Background: an optimization exercise with open tools, aiming at small area. Do not read the settings as production practice. RTL that was checked went through simulation tests only; none was proved equivalent to the original. Power figures rest on the tool's default switching activity, not on a simulated workload.

// p_1d
module p_1d(
	input clk, input rst,
	input [0:7] a_11, input [0:7] b_11,
	input [0:7] a_12, input [0:7] b_12,
	input [0:7] a_21, input [0:7] b_21,
	input [0:7] a_22, input [0:7] b_22,
	output [0:16] c_11,
	output [0:16] c_12,
	output [0:16] c_21,
	output [0:16] c_22
	);
Size in the first run: ~1,400 cells after synthesis, about 130 I/O pins, roughly 14,000 sq um of cells after synthesis.
clock: 7.0 ns
lec_check: 0
cap_margin: 0
core_margin: 2
core_utilization: 75
cts_buf_list: sky130_fd_sc_hd__clkbuf_4 sky130_fd_sc_hd__clkbuf_8
cts_cluster_diameter: 100
cts_cluster_size: 30
gpl_timing_driven: 0
slew_margin: 0
synth_hierarchical: 1
standard.sh (not shown) runs the stock make flow with config.mk's settings and CLKGATE_MAP_FILE= SYNTH_SCRIPT=/design/flow/synth_recipe.tcl, a recipe that flattens the netlist after the stock synthesis.
==> flow/flow/run.sh <==
#!/bin/bash
# Own layout flow: the standard flow (standard.sh, unchanged synthesis)
# with smaller port buffers, a leaner clock tree (no dummy loads) and area
# recovery on paths with slack. The make output goes to flow_standard.log;
# ORFS keeps each step's own log under orfs/logs/.
set -euo pipefail
bash standard.sh \
  "BUFFER_PORTS_ARGS=-buffer_cell sky130_fd_sc_hd__buf_1" \
  "CTS_ARGS=-sink_clustering_enable -repair_clock_nets -sink_clustering_size 30 -sink_clustering_max_diameter 100 -buf_list {sky130_fd_sc_hd__clkbuf_4 sky130_fd_sc_hd__clkbuf_8} -dont_use_dummy_load" \
  RECOVER_POWER=100 REMOVE_ABC_BUFFERS=1 \
  finish > flow_standard.log 2>&1
Edit:
--- a/flow/design.v
+++ b/flow/design.v
@@ -1,19 +1,15 @@
 module fa(input a, input b, input c, output s, output co);
 	assign s = a ^ b ^ c;
 	assign co = (a & b) | (a & c) | (b & c);
-endmodule
-module ha(input a, input b, output s, output co);
-	assign s = a ^ b;
-	assign co = a & b;
 endmodule
 module hac(input a, input b, output s, output co);
 	assign s = ~(a ^ b);
 	assign co = a | b;
 endmodule
 module dotc(input rst, input [7:0] x1, input [7:0] y1, input [7:0] x2, input [7:0] y2, output [16:0] o);
 	wire [16:0] t;
 	assign o = ~(t | {17{rst}});
 	fa un1 (.a(~(x1[0] & y1[0])), .b(~(x2[0] & y2[0])), .c(1'b1), .s(n1), .co(n2));
 	fa un3 (.a(~(x1[0] & y1[1])), .b(~(x1[1] & y1[0])), .c(~(x2[0] & y2[1])), .s(n3), .co(n4));
 	fa un5 (.a(~(x2[1] & y2[0])), .b(n2), .c(n3), .s(n5), .co(n6));
 	fa un7 (.a(~(x1[0] & y1[2])), .b(~(x1[1] & y1[1])), .c(~(x1[2] & y1[0])), .s(n7), .co(n8));
@@ -127,43 +123,27 @@
 	assign t[0] = n1;
 	assign t[1] = n5;
 	assign t[2] = n13;
 	assign t[3] = n25;
 	assign t[4] = n41;
 	assign t[5] = n61;
 	assign t[6] = n85;
 	wire [9:0] x = {1'b1, n220, n221, n217, n209, n197, n181, n161, n137, n111};
 	wire [9:0] y = {1'b1, n222, n218, n210, n198, n182, n162, 1'b1, 1'b1, 1'b1};
 	wire ci = n86;
 	wire [9:0] s;
 	assign t[16:7] = s;
-	wire [10:0] g, p;
-	wire [9:0] hp;
-	assign g[0] = ci;
-	assign p[0] = 1'b0;
-	assign hp[0] = ~x[0];
-	assign g[1] = x[0];
-	assign hp[1] = ~x[1];
-	assign g[2] = x[1];
-	assign hp[2] = ~x[2];
-	assign g[3] = x[2];
-	ha ug3 (.a(x[3]), .b(y[3]), .s(hp[3]), .co(g[4]));
-	ha ug4 (.a(x[4]), .b(y[4]), .s(hp[4]), .co(g[5]));
-	ha ug5 (.a(x[5]), .b(y[5]), .s(hp[5]), .co(g[6]));
-	ha ug6 (.a(x[6]), .b(y[6]), .s(hp[6]), .co(g[7]));
-	ha ug7 (.a(x[7]), .b(y[7]), .s(hp[7]), .co(g[8]));
-	ha ug8 (.a(x[8]), .b(y[8]), .s(hp[8]), .co(g[9]));
-	assign hp[9] = 1'b0;
-	assign g[10] = 1'b1;
-	assign p[10:1] = hp;
+	wire [10:0] g = {x & y, ci};
+	wire [10:0] p = {x ^ y, 1'b0};
+	wire [9:0] hp = x ^ y;
 	wire G1 = g[1] | (p[1] & g[0]);
 	wire P1 = p[1] & p[0];
 	wire G2 = g[3] | (p[3] & g[2]);
 	wire P2 = p[3] & p[2];
 	wire G3 = g[5] | (p[5] & g[4]);
 	wire P3 = p[5] & p[4];
 	wire G4 = g[7] | (p[7] & g[6]);
 	wire P4 = p[7] & p[6];
 	wire G5 = g[9] | (p[9] & g[8]);
 	wire P5 = p[9] & p[8];
 	wire G6 = G2 | (P2 & G1);
 	wire P6 = P2 & P1;
The new run completed without violations. Design area hardly moves. Maximum frequency goes up by about 2.2%. Core utilization goes down by 0.15 points. Worst setup slack gains 0.15 ns. Wire length rose by about 1.1%. Area after synthesis rose by about 0.7%. Sequential share of layout area hardly moves. Cell count stays flat. Total power goes up by 4.8%. Global-route usage rose by 0.88 points. Count of clock-buffer cells in the layout does not change. Critical path depth grows by 1. Sequential cell count is unchanged.
For the first run of this note, only the layout was checked, not whether the RTL still works.

== the baseline ==
Another version of the RTL of p_1d (not shown whole).
Size: ~1400 cells after synthesis, about 68 flip-flops, roughly 130 I/O pins, ~0.014 mm² of cells after synthesis.
Settings: LEC_CHECK=0, CAP_MARGIN=0, CORE_MARGIN=2, CORE_UTILIZATION=70, CTS_BUF_LIST=sky130_fd_sc_hd__clkbuf_4 sky130_fd_sc_hd__clkbuf_8, CTS_CLUSTER_DIAMETER=100, CTS_CLUSTER_SIZE=30, GPL_TIMING_DRIVEN=0, SLEW_MARGIN=0, SYNTH_HIERARCHICAL=1; clock period 7.0 ns.
==> flow/flow/run.sh <==
#!/bin/bash
# Own layout flow: the standard flow (standard.sh, unchanged synthesis)
# with smaller port buffers, a leaner clock tree (no dummy loads), the ABC
# buffers left to the resizer, and the delay cells kept out of the resizer's
# choices. The make output goes to flow_standard.log; ORFS keeps each step's
# own log under orfs/logs/.
set -euo pipefail
# appended to the platform's own DONT_USE_CELLS list by its config.mk
export DONT_USE_CELLS="sky130_fd_sc_hd__clkdlybuf4s15_1 sky130_fd_sc_hd__clkdlybuf4s15_2 sky130_fd_sc_hd__clkdlybuf4s18_1 sky130_fd_sc_hd__clkdlybuf4s18_2 sky130_fd_sc_hd__clkdlybuf4s25_1 sky130_fd_sc_hd__clkdlybuf4s25_2 sky130_fd_sc_hd__clkdlybuf4s50_1 sky130_fd_sc_hd__clkdlybuf4s50_2 sky130_fd_sc_hd__dlygate4sd1_1 sky130_fd_sc_hd__dlygate4sd2_1 sky130_fd_sc_hd__dlygate4sd3_1 sky130_fd_sc_hd__dlymetal6s2s_1 sky130_fd_sc_hd__dlymetal6s4s_1 sky130_fd_sc_hd__dlymetal6s6s_1"
bash standard.sh \
  "BUFFER_PORTS_ARGS=-buffer_cell sky130_fd_sc_hd__buf_1" \
  "CTS_ARGS=-sink_clustering_enable -repair_clock_nets -sink_clustering_size 30 -sink_clustering_max_diameter 100 -buf_list {sky130_fd_sc_hd__clkbuf_4 sky130_fd_sc_hd__clkbuf_8} -dont_use_dummy_load" \
  REMOVE_ABC_BUFFERS=1 \
  finish > flow_standard.log 2>&1
The following lists how the candidate was set up differently from the baseline:
--- a/flow/design.v
+++ b/flow/design.v
@@ -176,52 +176,56 @@
 	assign p[10:1] = hp;
 	wire G1 = g[1] | (p[1] & g[0]);
 	wire P1 = p[1] & p[0];
 	wire G2 = g[3] | (p[3] & g[2]);
 	wire P2 = p[3] & p[2];
 	wire G3 = g[5] | (p[5] & g[4]);
 	wire P3 = p[5] & p[4];
 	wire G4 = g[7] | (p[7] & g[6]);
 	wire P4 = p[7] & p[6];
 	wire G5 = g[9] | (p[9] & g[8]);
 	wire P5 = p[9] & p[8];
-	wire G6 = G2 | (P2 & G1);
-	wire P6 = P2 & P1;
-	wire G7 = G4 | (P4 & G3);
-	wire P7 = P4 & P3;
-	wire G8 = G7 | (P7 & G6);
-	wire P8 = P7 & P6;
-	wire G9 = G3 | (P3 & G6);
-	wire P9 = P3 & P6;
-	wire G10 = G5 | (P5 & G8);
-	wire P10 = P5 & P8;
-	wire G11 = g[2] | (p[2] & G1);
-	wire P11 = p[2] & P1;
-	wire G12 = g[4] | (p[4] & G6);
-	wire P12 = p[4] & P6;
-	wire G13 = g[6] | (p[6] & G9);
-	wire P13 = p[6] & P9;
-	wire G14 = g[8] | (p[8] & G8);
-	wire P14 = p[8] & P8;
-	wire G15 = g[10] | (p[10] & G10);
-	wire P15 = p[10] & P10;
+	wire G6 = g[2] | (p[2] & G1);
+	wire P6 = p[2] & P1;
+	wire G7 = G2 | (P2 & G1);
+	wire P7 = P2 & P1;
+	wire G8 = g[6] | (p[6] & G3);
+	wire P8 = p[6] & P3;
+	wire G9 = G4 | (P4 & G3);
+	wire P9 = P4 & P3;
+	wire G10 = g[10] | (p[10] & G5);
+	wire P10 = p[10] & P5;
+	wire G11 = g[4] | (p[4] & G7);
+	wire P11 = p[4] & P7;
+	wire G12 = G3 | (P3 & G7);
+	wire P12 = P3 & P7;
+	wire G13 = G8 | (P8 & G7);
+	wire P13 = P8 & P7;
+	wire G14 = G9 | (P9 & G7);
+	wire P14 = P9 & P7;
+	wire G15 = g[8] | (p[8] & G14);
+	wire P15 = p[8] & P14;
+	wire G16 = G5 | (P5 & G14);
+	wire P16 = P5 & P14;
+	wire G17 = G10 | (P10 & G14);
+	wire P17 = P10 & P14;
 	assign s[0] = hp[0] ^ g[0];
 	assign s[1] = hp[1] ^ G1;
-	assign s[2] = hp[2] ^ G11;
-	assign s[3] = hp[3] ^ G6;
-	assign s[4] = hp[4] ^ G12;
-	assign s[5] = hp[5] ^ G9;
+	assign s[2] = hp[2] ^ G6;
+	assign s[3] = hp[3] ^ G7;
+	assign s[4] = hp[4] ^ G11;
+	assign s[5] = hp[5] ^ G12;
 	assign s[6] = hp[6] ^ G13;
-	assign s[7] = hp[7] ^ G8;
-	assign s[8] = hp[8] ^ G14;
-	assign s[9] = hp[9] ^ G10;
+	assign s[7] = hp[7] ^ G14;
+	assign s[8] = hp[8] ^ G15;
+	assign s[9] = hp[9] ^ G16;
 endmodule
 module p_1d(
 	input clk, input rst,
 	input [0:7] a_11, input [0:7] b_11,
 	input [0:7] a_12, input [0:7] b_12,
 	input [0:7] a_21, input [0:7] b_21,
 	input [0:7] a_22, input [0:7] b_22,
 	output [0:16] c_11,
 	output [0:16] c_12,
 	output [0:16] c_21,
 	output [0:16] c_22
- Going from the baseline to the candidate, ratio of routed vias to standard cells grows by about 1.6%.
- Between the candidate and the baseline, it is the candidate whose non-clock buffering overhead in the final layout is higher, by 0.64 points.
- The baseline vs the candidate, launch point of the critical path: b_11[1] vs b_12[4]
- [the candidate] fraction of power consumed by the clock network fell 0.3 points relative to the baseline
- Going from the baseline to the candidate, the routed length on met2 was found to have gone up by 2.4%.
- The candidate does worse than the baseline on area after synthesis.
- End point of the critical path = r_12[1]$_DFF_P_: the candidate; end point of the critical path = r_21[1]$_DFF_P_: the baseline
- The instance count of the mapped netlist reported for the candidate is greater than that of the baseline by 1.4%.
- Delta (the candidate minus the baseline): number of cells in the finished layout apart from fillers up about 1.5%, clock buffer and inverter area fraction after layout flat, total power up 0.55 mW, wire length up about 2.6%.
The RTL of the candidate was laid out without a check of its function.

-- re-timing with driven ports --
How much do the figures lean on ideal ports? The routed layouts below were timed once more, with nothing changed but the port constraints.
Step 1, drivers: a clkbuf_16 drives clk and a buf_2 each remaining input, both assumed.
Step 2, shift: input delay + t, output delay - t, t = (earliest + latest rising clock arrival at the registers) / 2. This alone moves slack from input paths to output paths.
a / b / c = ideal ports / drivers / drivers and shift; a / b = the first two.
| run | t (ns) | setup slack, ns | worst setup path at the end |
|---|---|---|---|
| the first run of note 1 | 0.405 | 0.102 / 0.125 / -0.280 | input to register |
| the second run of note 1 | 0.411 | 0.250 / 0.266 / -0.145 | input to register |
| the baseline | 0.412 | 0.182 / 0.196 / -0.216 | input to register |
| the candidate | 0.400 | 0.162 / 0.162 / -0.238 | input to register |
Met with ideal ports but missed after step 2: setup timing in every run listed. The setup slack of the candidate, which loses most, moves by 0.000 ns with the drivers and by -0.400 ns with both steps.
